This design comes from an exercise in tuning for small area on the open sky130 flow, not from production work. In this exercise RTL edits were held to simulation tests only and were not proved equivalent to the original. Power is estimated from default activity; no workload was simulated.

willow:
==> flow/design.v <==
module debouncer (clk100Mhz, rst, i_sig, o_sig_debounced);
   input  clk100Mhz;
   input  rst;
   input  i_sig;
   output o_sig_debounced;
   reg       s1, s2, s3, s4, db;
   reg [2:0] cnt;
   always @(posedge clk100Mhz) begin
      if (rst) begin
         s1 <= 0; s2 <= 0; s3 <= 0; s4 <= 0; db <= 0;
         cnt <= 0;
      end else begin
         s1 <= i_sig;
         s2 <= s1;
         s3 <= s2;
         s4 <= s3;
         if (s3 != s4)
            cnt <= 0;
         else if (cnt != 3'd7)
            cnt <= cnt + 1'b1;
         if (cnt == 3'd7)
            db <= s4;
      end
   end
   assign o_sig_debounced = db;
endmodule
module pulse_generator (
    input [1:0] MODE,
    input START,
    input rst,
    input STOP,
    input clk100Mhz,
    output reg pulse
);
    reg [6:0] count;
    reg gen;
    wire ge100 = count[6] & count[5] & count[2];
    wire ge50  = count[6] | (count[5] & count[4] & (count[3] | count[2] | count[1]));
    wire ge25  = count[6] | count[5] | (count[4] & count[3] & (count[2] | count[1] | count[0]));
    wire hit   = (MODE == 2'b00) ? ge100 : (MODE == 2'b01) ? ge50 : ge25;
    always @(posedge clk100Mhz) begin
        if (rst) begin
            gen   <= 0;
            count <= 0;
            pulse <= 0;
        end else begin
            if (STOP)
                gen <= 0;
            else if (START)
                gen <= 1;
            pulse <= gen & (MODE != 2'b11) & hit;
            if (!gen || MODE == 2'b11 || hit)
                count <= 0;
            else
                count <= count + 1'b1;
        end
    end
endmodule
module fitbitTracker (
    input clk100Mhz,
    input rst,
    input pulseSignal,
    input samp,
    input fin,
    output reg [15:0] Q,
    output reg bin,
    output [4:0] dval,
    output reg OFLOW
);
    reg [1:0] a, b;
    wire [1:0] bb = fin ? b : 2'd0;
    wire [4:0] x0 = Q[3:0] + bb;
    wire dec0 = ~bin & (x0 >= 5'd10);
    wire c0 = x0[4] | dec0;
    wire [3:0] r0 = dec0 ? x0[3:0] + 4'd6 : x0[3:0];
    wire n1_9 = (Q[7:4] == 4'd9), n1_f = (Q[7:4] == 4'd15);
    wire c1 = c0 & (bin ? n1_f : n1_9);
    wire [3:0] r1 = (c0 & ~bin & n1_9) ? 4'd0 : Q[7:4] + c0;
    wire n2_9 = (Q[11:8] == 4'd9), n2_f = (Q[11:8] == 4'd15);
    wire c2 = c1 & (bin ? n2_f : n2_9);
    wire [3:0] r2 = (c1 & ~bin & n2_9) ? 4'd0 : Q[11:8] + c1;
    wire n3_9 = (Q[15:12] == 4'd9), n3_f = (Q[15:12] == 4'd15);
    wire c3 = c2 & (bin ? n3_f : n3_9);
    wire [3:0] r3 = (c2 & ~bin & n3_9) ? 4'd0 : Q[15:12] + c2;
    wire [15:0] r = {r3, r2, r1, r0};
    wire low12 = (r[15:2] == 14'd0) & (r[1] ^ r[0]);
    wire [3:0] T = Q[15:12], H = Q[11:8], X = Q[7:4], U = Q[3:0];
    wire ge2047 = (T > 2) | ((T == 2) & ((H > 0) | (X > 4) | ((X == 4) & (U >= 7))));
    wire ge4095 = (T > 4) | ((T == 4) & ((H > 0) | ((X == 9) & (U >= 5))));
    wire ge6143 = (T > 6) | ((T == 6) & ((H > 1) | ((H == 1) & ((X > 4) | ((X == 4) & (U >= 3))))));
    wire ge8191 = (T > 8) | ((T == 8) & ((H > 1) | ((H == 1) & (X == 9) & (U >= 1))));
    wire [4:0] dbcd = {2'b00, ge8191, ge4095 & ~ge8191, (ge2047 & ~ge4095) | (ge6143 & ~ge8191)};
    assign dval = bin ? Q[15:11] : dbcd;
    wire [2:0] pend = a + b;
    wire at9999 = ~bin & (Q[15:4] == 12'h999) & (Q[3:0] + pend == 4'd8);
    always @(posedge clk100Mhz) begin
        if (rst) begin
            Q <= 0; bin <= 1'b1; a <= 0; OFLOW <= 0;
        end else begin
            if (pulseSignal & at9999)
                OFLOW <= 1'b1;
            if (samp) begin
                b <= a;
                a <= {1'b0, pulseSignal};
            end else begin
                a <= a + pulseSignal;
                if (fin)
                    b <= 0;
            end
            if (bin) begin
                if (low12) begin
                    bin <= 1'b0;
                    Q <= {15'd0, r[1]};
                end else
                    Q <= r;
            end else begin
                if (c3) begin
                    bin <= 1'b1;
                    Q <= {14'h09C4, r[0], ~r[0]};
                end else
                    Q <= r;
            end
        end
    end
endmodule
module bin2bcd_fsm (bin, tens, ones);
    input [4:0] bin;
    output [1:0] tens;
    output [3:0] ones;
    assign tens = (bin >= 5'd30) ? 2'd3 : (bin >= 5'd20) ? 2'd2 : (bin >= 5'd10) ? 2'd1 : 2'd0;
    assign ones = bin - tens * 4'd10;
endmodule
module Rotator (
    input clk100Mhz,
    input rst,
    output reg [1:0] screen,
    output reg [1:0] sel,
    output samp,             
    output fin               
);
    reg [3:0] c16;
    reg [6:0] q;
    reg [2:0] m7;
    always @(posedge clk100Mhz) begin
        if (rst) begin
            c16 <= 0; q <= 0; screen <= 0; sel <= 0; m7 <= 0;
        end else begin
            c16 <= c16 + 1'b1;
            if (c16 == 4'd15) begin
                sel <= sel + 1'b1;
                if (q == 7'd124) begin
                    q <= 0;
                    screen <= (screen == 2'd2) ? 2'd0 : screen + 1'b1;
                end else
                    q <= q + 1'b1;
            end
            if (c16[1:0] == 2'd3)
                m7 <= (m7 == 3'd6) ? 3'd0 : m7 + 1'b1;
        end
    end
    assign samp = (c16[1:0] == 2'd0) & (m7 == 3'd0);
    assign fin  = (c16[1:0] == 2'd3) & (m7 == 3'd6);
endmodule
module segment_driver (
    input [1:0] screen,
    input [1:0] sel,
    input [15:0] P,
    input bin,
    input oflow,
    input [1:0] dtens,
    input [3:0] dones,
    input [1:0] mode,
    output reg [7:1] cathodes,
    output reg [3:0] anodes
);
    reg [3:0] digit;
    always @(*) begin
        case (sel)
            2'd0: anodes = 4'b1110;
            2'd1: anodes = 4'b1101;
            2'd2: anodes = 4'b1011;
            default: anodes = 4'b0111;
        endcase
        case (screen)
            2'd0: digit = bin ? {oflow, 2'b00, oflow} : P[sel*4 +: 4];
            2'd1: digit = (sel == 2'd0) ? dones : (sel == 2'd1) ? {2'b00, dtens} : 4'd0;
            2'd2: digit = (sel == 2'd0) ? {2'b00, mode} : 4'd0;
            default: digit = 4'd0;
        endcase
        case (digit)
            4'h0: cathodes = 7'b1000000;
            4'h1: cathodes = 7'b1111001;
            4'h2: cathodes = 7'b0100100;
            4'h3: cathodes = 7'b0110000;
            4'h4: cathodes = 7'b0011001;
            4'h5: cathodes = 7'b0010010;
            4'h6: cathodes = 7'b0000010;
            4'h7: cathodes = 7'b1111000;
            4'h8: cathodes = 7'b0000000;
            4'h9: cathodes = 7'b0010000;
            default: cathodes = 7'b1111111;
        endcase
    end
endmodule
module top(
    input clk100Mhz,
    input [1:0] mode,
    input START,
    input STOP,
    input rst,
    output [7:1] cathode,
    output [3:0] anode,
    output overflow
);
    wire start_db, stop_db, pulse, samp, fin;
    wire [1:0] screen, sel;
    wire [15:0] P;
    wire bin;
    wire [4:0] dval;
    wire [1:0] dtens;
    wire [3:0] dones;
    debouncer db_start (.clk100Mhz(clk100Mhz), .rst(rst), .i_sig(START), .o_sig_debounced(start_db));
    debouncer db_stop  (.clk100Mhz(clk100Mhz), .rst(rst), .i_sig(STOP),  .o_sig_debounced(stop_db));
    pulse_generator pg (.MODE(mode), .START(start_db), .rst(rst), .STOP(stop_db),
                        .clk100Mhz(clk100Mhz), .pulse(pulse));
    Rotator tb_i (.clk100Mhz(clk100Mhz), .rst(rst), .screen(screen), .sel(sel),
                  .samp(samp), .fin(fin));
    fitbitTracker tracker (.clk100Mhz(clk100Mhz), .rst(rst), .pulseSignal(pulse),
                           .samp(samp), .fin(fin), .Q(P), .bin(bin), .dval(dval), .OFLOW(overflow));
    bin2bcd_fsm dist_bcd (.bin(dval), .tens(dtens), .ones(dones));
    segment_driver seg_driver (.screen(screen), .sel(sel), .P(P), .bin(bin), .oflow(overflow), .dtens(dtens), .dones(dones),
                               .mode(mode), .cathodes(cathode), .anodes(anode));
endmodule
clock: 10.0 ns
lec_check: 0
abc_area: 1
cap_margin: 20
core_margin: 2
core_utilization: 40
slew_margin: 20
run.sh (not shown) runs the stock make flow with config.mk's settings and CLKGATE_MAP_FILE= SYNTH_SCRIPT=/design/flow/synth_recipe.tcl, a recipe that flattens the netlist after the stock synthesis.
Every stage of the flow completed for willow, and the final layout passed the timing, DRC and antenna checks.
### willow -> raven
-- flow/config.mk --
<<< willow, line 8
export ABC_AREA = 1
>>> raven, line 8
<<< willow, line 11
export CORE_UTILIZATION = 40
>>> raven, line 10
export CORE_UTILIZATION = 70
export CTS_BUF_LIST = sky130_fd_sc_hd__clkbuf_4 sky130_fd_sc_hd__clkbuf_8
export CTS_CLUSTER_DIAMETER = 200
export CTS_CLUSTER_SIZE = 50
Results
For raven and willow, there was not a single run that failed to finish clean. raven vs willow, clock-buffer cell count went up by 3. Measured against willow, the clock power of raven comes out at 1.12 times the reference value. On total wire length after detailed routing, raven and willow are basically level. Relative to willow, the non-clock inverter total of the final layout of raven is lower by 64. Compared with willow, filler cell count in the final layout in raven decreased by more than half. Summary of raven over willow: met1 wire length shrank by 5.4%; wire length of the first global-routing pass shrank by about 2.6%.
The following lists how nickel was set up differently from raven:
-- flow/config.mk --
<<< raven, line 10
export CORE_UTILIZATION = 70
export CTS_BUF_LIST = sky130_fd_sc_hd__clkbuf_4 sky130_fd_sc_hd__clkbuf_8
export CTS_CLUSTER_DIAMETER = 200
export CTS_CLUSTER_SIZE = 50
>>> nickel, line 10
export CORE_UTILIZATION = 40
==> results.txt <==
On global-route wire length before repair, nickel does worse than raven.
Higher overall routing resource usage goes to raven over nickel.
Hold slack | nickel above raven
Fraction of power spent switching nets (higher): raven
Number of fill cells in the layout (nickel vs. raven) increases by more than 100%
Total power: higher on nickel
nickel vs. raven: clock network fraction of total power went up by 2.3 points.
Of nickel and raven, the run reporting the higher core utilization was raven.
The following lists how ember was set up differently from nickel:
-- flow/config.mk --
<<< nickel, line 11
>>> ember, line 11
export CTS_BUF_LIST = sky130_fd_sc_hd__clkbuf_8
export CTS_CLUSTER_DIAMETER = 500
export CTS_CLUSTER_SIZE = 100
Results
ember completed end to end with timing, DRC and antenna clean. ember -> nickel: routed wire length delta 0, exact match. ~same combinational-cell power consumption in nickel and ember. nickel -> ember: overall via count from detail_route delta 0, exact match. Comparing ember against nickel, there is no change at all in worst slack at placement.

[separate check: timing with driven ports]
In the flow no input, the clock included, has a driving cell. The finished layouts below were timed again as built, in two steps.
Step 1 sets driving cells, clkbuf_16 on the clock port and buf_2 on the other inputs (assumed; they add their load-dependent delay and slew).
Step 2, shift: input delay + t, output delay - t, t = (earliest + latest rising clock arrival at the registers) / 2. This alone moves slack from input paths to output paths.
Slacks: ideal ports / drivers / drivers and shift; pairs: ideal ports / drivers.
run	t (ns)	setup slack, ns	worst setup path after step 2	worst data-port slew with drivers (ns)	pins driven straight from the clock port
willow	0.374	3.738 / 3.706 / 3.820	input to output	0.03	1
raven	0.357	3.400 / 3.376 / 3.376	input to output	0.03	1
nickel	0.361	3.491 / 3.468 / 3.468	input to output	0.03	1
ember	0.361	3.491 / 3.468 / 3.468	input to output	0.03	1
After both steps every run listed still meets setup and hold. The setup slack of raven, which loses most, moves by -0.024 ns with the drivers and by -0.024 ns with both steps.
